Background: an optimization exercise with open tools, aiming at small area. Do not read the settings as production practice.
Function was checked by simulation only, so behaviour that the tests miss may differ from the original.
No activity file was given, so power comes from the tool's default toggle rates.

R:
// motor_ctrl
module motor_ctrl
  (output logic        pwm,
   output logic        dir,
   output logic [31:0] pulse_width,
   output logic [31:0] rot_cnt,
   input  logic [31:0] target_rot_v,
   input  logic [31:0] p_gain,
   input  logic        sa,
   input  logic        sb,
   input  logic        clk,
   input  logic        rstn);
   logic        sa_q0, sb_q0, sa_q1, sb_q1;
   logic        en, dn, up;
   logic [31:0] cnt_r, cnt_sum;
   logic [16:0] cnt_c;
   logic [15:0] hi_c, hi_pm;
   always_comb begin
      en = sa_q1 ^ sb_q1 ^ sa_q0 ^ sb_q0;
      dn = en & (sa_q1 ^ sb_q0);
      up = en & ~(sa_q1 ^ sb_q0);
      cnt_c[0] = up;
      for (int i = 0; i < 16; i++)
        cnt_c[i+1] = (cnt_r[i] & dn) | (cnt_r[i] & cnt_c[i]) | (dn & cnt_c[i]);
      cnt_sum[15:0] = cnt_r[15:0] ^ {16{dn}} ^ cnt_c[15:0];
      hi_c[0] = ~dn;
      for (int i = 0; i < 15; i++)
        hi_c[i+1] = (cnt_r[16+i] & dn) | (cnt_r[16+i] & hi_c[i]) | (dn & hi_c[i]);
      hi_pm = cnt_r[31:16] ^ {16{dn}} ^ hi_c;
      cnt_sum[31:16] = (cnt_c[16] ^ dn) ? hi_pm : cnt_r[31:16];
   end
   logic [9:0] ph;      
   logic       samp;    
   logic [5:0] pc;      
   always_comb samp = &ph[9:5] & ph[3];       
   logic [10:0] dcnt, dc_a, dc_sum, dc_c;     
   always_comb begin
      dc_a    = samp ? 11'd0 : dcnt;
      dc_c[0] = up;
      for (int i = 0; i < 10; i++)
  ...
Size: ~770 cells after synthesis, ~180 flip-flops.
==> module motor_ctrl, before the edit <==
module motor_ctrl
  (output logic        pwm,
   output logic        dir,
   output logic [31:0] pulse_width,
   output logic [31:0] rot_cnt,
   input  logic [31:0] target_rot_v,
   input  logic [31:0] p_gain,
   input  logic        sa,
   input  logic        sb,
   input  logic        clk,
   input  logic        rstn);
   logic        sa_q0, sb_q0, sa_q1, sb_q1;
   logic        en, dn, up;
   logic [31:0] cnt_r, cnt_sum;
   logic [16:0] cnt_c;
   logic [15:0] hi_c, hi_pm;
   always_comb begin
      en = sa_q1 ^ sb_q1 ^ sa_q0 ^ sb_q0;
      dn = en & (sa_q1 ^ sb_q0);
      up = en & ~(sa_q1 ^ sb_q0);
      cnt_c[0] = up;
      for (int i = 0; i < 16; i++)
        cnt_c[i+1] = (cnt_r[i] & dn) | (cnt_r[i] & cnt_c[i]) | (dn & cnt_c[i]);
      cnt_sum[15:0] = cnt_r[15:0] ^ {16{dn}} ^ cnt_c[15:0];
      hi_c[0] = ~dn;
      for (int i = 0; i < 15; i++)
        hi_c[i+1] = (cnt_r[16+i] & dn) | (cnt_r[16+i] & hi_c[i]) | (dn & hi_c[i]);
      hi_pm = cnt_r[31:16] ^ {16{dn}} ^ hi_c;
      cnt_sum[31:16] = (cnt_c[16] ^ dn) ? hi_pm : cnt_r[31:16];
   end
   logic [9:0] ph;      
   logic       samp;    
   logic [5:0] pc;      
   always_comb samp = &ph[9:5] & ph[3];       
   logic [10:0] dcnt, dc_a, dc_sum, dc_c;     
   always_comb begin
      dc_a    = samp ? 11'd0 : dcnt;
      dc_c[0] = up;
      for (int i = 0; i < 10; i++)
        dc_c[i+1] = (dc_a[i] & dn) | (dc_a[i] & dc_c[i]) | (dn & dc_c[i]);
      dc_sum = dc_a ^ {11{dn}} ^ dc_c;
   end
   logic [10:0] d_r;
   logic        d_sg, d_hi, p_sg;
   logic        kneg, kpos;
   always_comb begin
      kneg = ~p_sg & cnt_r[31] & ~cnt_r[30];    
      kpos = p_sg & ~cnt_r[31] & cnt_r[30];     
   end
   logic       t_i, d_i, dm_i, u_i, e_i;
   logic       c1, b2, tnz, pend;
   logic [4:0] ti, pi;
   logic       ewin, cwin, awin, ld;
   always_comb begin
      ewin = ~|ph[9:6] & ~(ph[5] & ph[4]);    
      cwin = ~|ph[9:6] & (ph[5] ^ ph[4]);     
      awin = ~|ph[9:5];                       
      ld   = pend & (ph == 10'd49);
      ti   = ph[4:0] | {5{ph[5]}};
      pi   = {~ph[4], ph[3:0]};
      t_i  = target_rot_v[ti];
      d_i  = (ph[5:0] <= 6'd10) ? d_r[0] : (ph[5] ? d_hi : d_sg);
      dm_i = (ph[5:0] <  6'd8)  ? 1'b0 :
             (ph[5:0] <= 6'd18) ? d_r[3] :
             (ph[5:0] <= 6'd39) ? d_sg : d_hi;
      u_i  = t_i ^ d_i ^ c1;
      e_i  = u_i ^ dm_i ^ b2;
   end
   logic [31:0] lo, pw_r;
   logic [14:0] a_lo;
   logic [15:0] a_hi;
   logic        e_r, e_d, c_r, k_r;
   logic [15:0] la, lb, ls;
   logic [16:0] lc;
   logic [16:0] ha, hb, hs, hc;
   always_comb begin
      ha = {a_hi[15], a_hi};
      hb = {17{e_d}} & {p_gain[31], p_gain[31:16]};
      hc[0] = k_r;
      for (int i = 0; i < 16; i++) hc[i+1] = (ha[i] & hb[i]) | (ha[i] & hc[i]) | (hb[i] & hc[i]);
      hs = ha ^ hb ^ hc;
      la = {hs[0], a_lo};
      lb = {16{e_r}} & p_gain[15:0];
      lc[0] = c_r;
      for (int i = 0; i < 16; i++) lc[i+1] = (la[i] & lb[i]) | (la[i] & lc[i]) | (lb[i] & lc[i]);
      ls = la ^ lb ^ lc[15:0];
   end
   always_ff @(posedge clk) begin
      lo   <= {ls[0], lo[31:1]};
      a_lo <= ls[15:1];
      k_r  <= lc[16];
      a_hi <= {hs[16] & awin, hs[15:1]};
      e_r  <= e_i & ewin;
      e_d  <= e_r;
      c_r  <= pw_r[pi] & cwin;
      c1  <= ~samp & ((t_i & d_i) | (t_i & c1) | (d_i & c1));
      b2  <= ~samp & ((~u_i & dm_i) | (~u_i & b2) | (dm_i & b2));
      tnz <= ~samp & (tnz | t_i);
      d_r <= samp ? dcnt : {d_r[0], d_r[10:1]};
      if (samp) begin
         d_sg <= dcnt[10];
         d_hi <= kneg | (~kpos & dcnt[10]);
      end
      if (!rstn) begin
         sa_q0 <= 0; sb_q0 <= 0; sa_q1 <= 0; sb_q1 <= 0;
         cnt_r <= 0;
         ph    <= 0;
         pc    <= 0;
         dcnt  <= 0;
         p_sg  <= 0;
         pend  <= 0;
         pw_r  <= 0;
      end else begin
         sa_q0 <= sa; sb_q0 <= sb; sa_q1 <= sa_q0; sb_q1 <= sb_q0;
         cnt_r <= cnt_sum;
         dcnt  <= dc_sum;
         ph    <= samp ? 10'd0 : ph + 10'd1;
         pc    <= (pc[5] & pc[3]) ? 6'd0 : pc + 6'd1;
         pend  <= pend | samp;
         if (samp) p_sg <= cnt_r[31];
         if (ld) pw_r <= tnz ? lo : 32'd0;
      end
   end
   always_comb begin
      rot_cnt     = cnt_r;
      pulse_width = pw_r;
      dir         = pw_r[31];
      pwm         = {26'd0, pc} < (pw_r ^ {32{pw_r[31]}});
   end
endmodule
==> flow/config.mk <==
export PLATFORM = sky130hd
export DESIGN_NAME = motor_ctrl
export DESIGN_NICKNAME = motor_ctrl
export VERILOG_FILES = /design/flow/design.v
export SDC_FILE = /design/flow/constraint.sdc
export NUM_CORES = 4
export LEC_CHECK = 0
export CAP_MARGIN = 20
export CORE_MARGIN = 2
export CORE_UTILIZATION = 45
export PLACE_DENSITY = 0.6
export SLEW_MARGIN = 20
==> flow/constraint.sdc <==
create_clock -name core_clock -period 10.0 [get_ports {clk}]
set_input_delay 2.0000 -clock core_clock [delete_from_list [all_inputs] [get_ports {clk}]]
set_output_delay 2.0000 -clock core_clock [all_outputs]
set_load 0.01 [all_outputs]
standard.sh (not shown) runs the stock make flow with config.mk's settings and CLKGATE_MAP_FILE= SYNTH_SCRIPT=/design/flow/synth_recipe.tcl, a recipe that flattens the netlist after the stock synthesis.
==> flow/flow/run.sh <==
#!/bin/bash
set -euo pipefail
export BUFFER_PORTS_ARGS="-buffer_cell sky130_fd_sc_hd__buf_1"
export CTS_ARGS="-sink_clustering_enable -repair_clock_nets -dont_use_dummy_load -buf_list {sky130_fd_sc_hd__clkbuf_4 sky130_fd_sc_hd__clkbuf_8}"
bash standard.sh > standard.log 2>&1
The inputs of T differ from those of R as listed below.
--- a/flow/design.v
+++ b/flow/design.v
@@ -47,29 +47,30 @@
       kneg = ~p_sg & cnt_r[31] & ~cnt_r[30];    
       kpos = p_sg & ~cnt_r[31] & cnt_r[30];     
    end
    logic       t_i, d_i, dm_i, u_i, e_i;
    logic       c1, b2, tnz, pend;
    logic [4:0] ti, pi;
-   logic       ewin, cwin, awin, ld;
+   logic       ewin, cwin, ld;
    always_comb begin
       ewin = ~|ph[9:6] & ~(ph[5] & ph[4]);    
       cwin = ~|ph[9:6] & (ph[5] ^ ph[4]);     
-      awin = ~|ph[9:5];                       
       ld   = pend & (ph == 10'd49);
       ti   = ph[4:0] | {5{ph[5]}};
       pi   = {~ph[4], ph[3:0]};
       t_i  = target_rot_v[ti];
       d_i  = (ph[5:0] <= 6'd10) ? d_r[0] : (ph[5] ? d_hi : d_sg);
       dm_i = (ph[5:0] <  6'd8)  ? 1'b0 :
              (ph[5:0] <= 6'd18) ? d_r[3] :
              (ph[5:0] <= 6'd39) ? d_sg : d_hi;
       u_i  = t_i ^ d_i ^ c1;
       e_i  = u_i ^ dm_i ^ b2;
    end
-   logic [31:0] lo, pw_r;
+   logic [31:0] pw_r;
+   logic [15:0] lo;
+   logic        sh_top, sh_off;
    logic [14:0] a_lo;
    logic [15:0] a_hi;
    logic        e_r, e_d, c_r, k_r;
    logic [15:0] la, lb, ls;
    logic [16:0] lc;
    logic [16:0] ha, hb, hs, hc;
@@ -81,20 +82,22 @@
       hs = ha ^ hb ^ hc;
       la = {hs[0], a_lo};
       lb = {16{e_r}} & p_gain[15:0];
       lc[0] = c_r;
       for (int i = 0; i < 16; i++) lc[i+1] = (la[i] & lb[i]) | (la[i] & lc[i]) | (lb[i] & lc[i]);
       ls = la ^ lb ^ lc[15:0];
+      sh_top = ~|ph[9:6] & (ph[5] ? lo[0] : hs[16]);
+      sh_off = ~|ph[9:6] & ph[5] & (|ph[4:0]);   
    end
    always_ff @(posedge clk) begin
-      lo   <= {ls[0], lo[31:1]};
+      lo   <= {ls[0], lo[15:1]};
       a_lo <= ls[15:1];
-      k_r  <= lc[16];
-      a_hi <= {hs[16] & awin, hs[15:1]};
+      k_r  <= lc[16] & ~sh_off;
+      a_hi <= {sh_top, hs[15:1]};
       e_r  <= e_i & ewin;
-      e_d  <= e_r;
+      e_d  <= e_r & ~sh_off;
       c_r  <= pw_r[pi] & cwin;
       c1  <= ~samp & ((t_i & d_i) | (t_i & c1) | (d_i & c1));
       b2  <= ~samp & ((~u_i & dm_i) | (~u_i & b2) | (dm_i & b2));
       tnz <= ~samp & (tnz | t_i);
       d_r <= samp ? dcnt : {d_r[0], d_r[10:1]};
       if (samp) begin
@@ -115,13 +118,13 @@
          cnt_r <= cnt_sum;
          dcnt  <= dc_sum;
          ph    <= samp ? 10'd0 : ph + 10'd1;
          pc    <= (pc[5] & pc[3]) ? 6'd0 : pc + 6'd1;
          pend  <= pend | samp;
          if (samp) p_sg <= cnt_r[31];
-         if (ld) pw_r <= tnz ? lo : 32'd0;
+         if (ld) pw_r <= tnz ? {lo, a_hi} : 32'd0;
       end
    end
    always_comb begin
       rot_cnt     = cnt_r;
       pulse_width = pw_r;
       dir         = pw_r[31];
==> run summary <==
Summary of T over R: placeable core area down 730 sq um; initial DRC count now sits higher; endpoint arrival time on the critical path picked up an extra 130 ps; final critical-path required period +140 ps; worst setup slack moved down. T vs. R: clock latency at the later pin of the worst-skew pair went down by 20 ps. Summary of the comparison: peak per-stage delay on the critical path is higher in T, relative to R. Summary of the comparison: sequential-cell power consumption is lower in T, relative to R. Looking at proportion of layout cells with a drive suffix above 1 across T and R, the one that comes out lower is T.

==> static timing again, ports no longer ideal <==
How much do the figures lean on ideal ports? The routed layouts below were timed once more, with nothing changed but the port constraints.
Step 1 sets driving cells, clkbuf_16 on the clock port and buf_2 on the other inputs (assumed; they add their load-dependent delay and slew).
Step 2 adds t to the input delays and takes it off the output delays; t is the mean of the earliest and latest rising clock arrival at the registers after step 1. Input paths then give back, and output paths get back, about the clock's delay inside the block.
Three values: ideal, step 1, step 2; two values: the first two.
run | t (ns) | setup slack, ns | worst data-port slew with drivers (ns) | pins driven straight from the clock port
R | 0.485 | 1.568 / 1.568 / 1.372 | 0.04 | 1
T | 0.470 | 1.433 / 1.433 / 1.266 | 0.05 | 1
After both steps setup and hold are still met in every run listed. The setup slack of R, which loses most, moves by 0.000 ns with the drivers and by -0.196 ns with both steps.
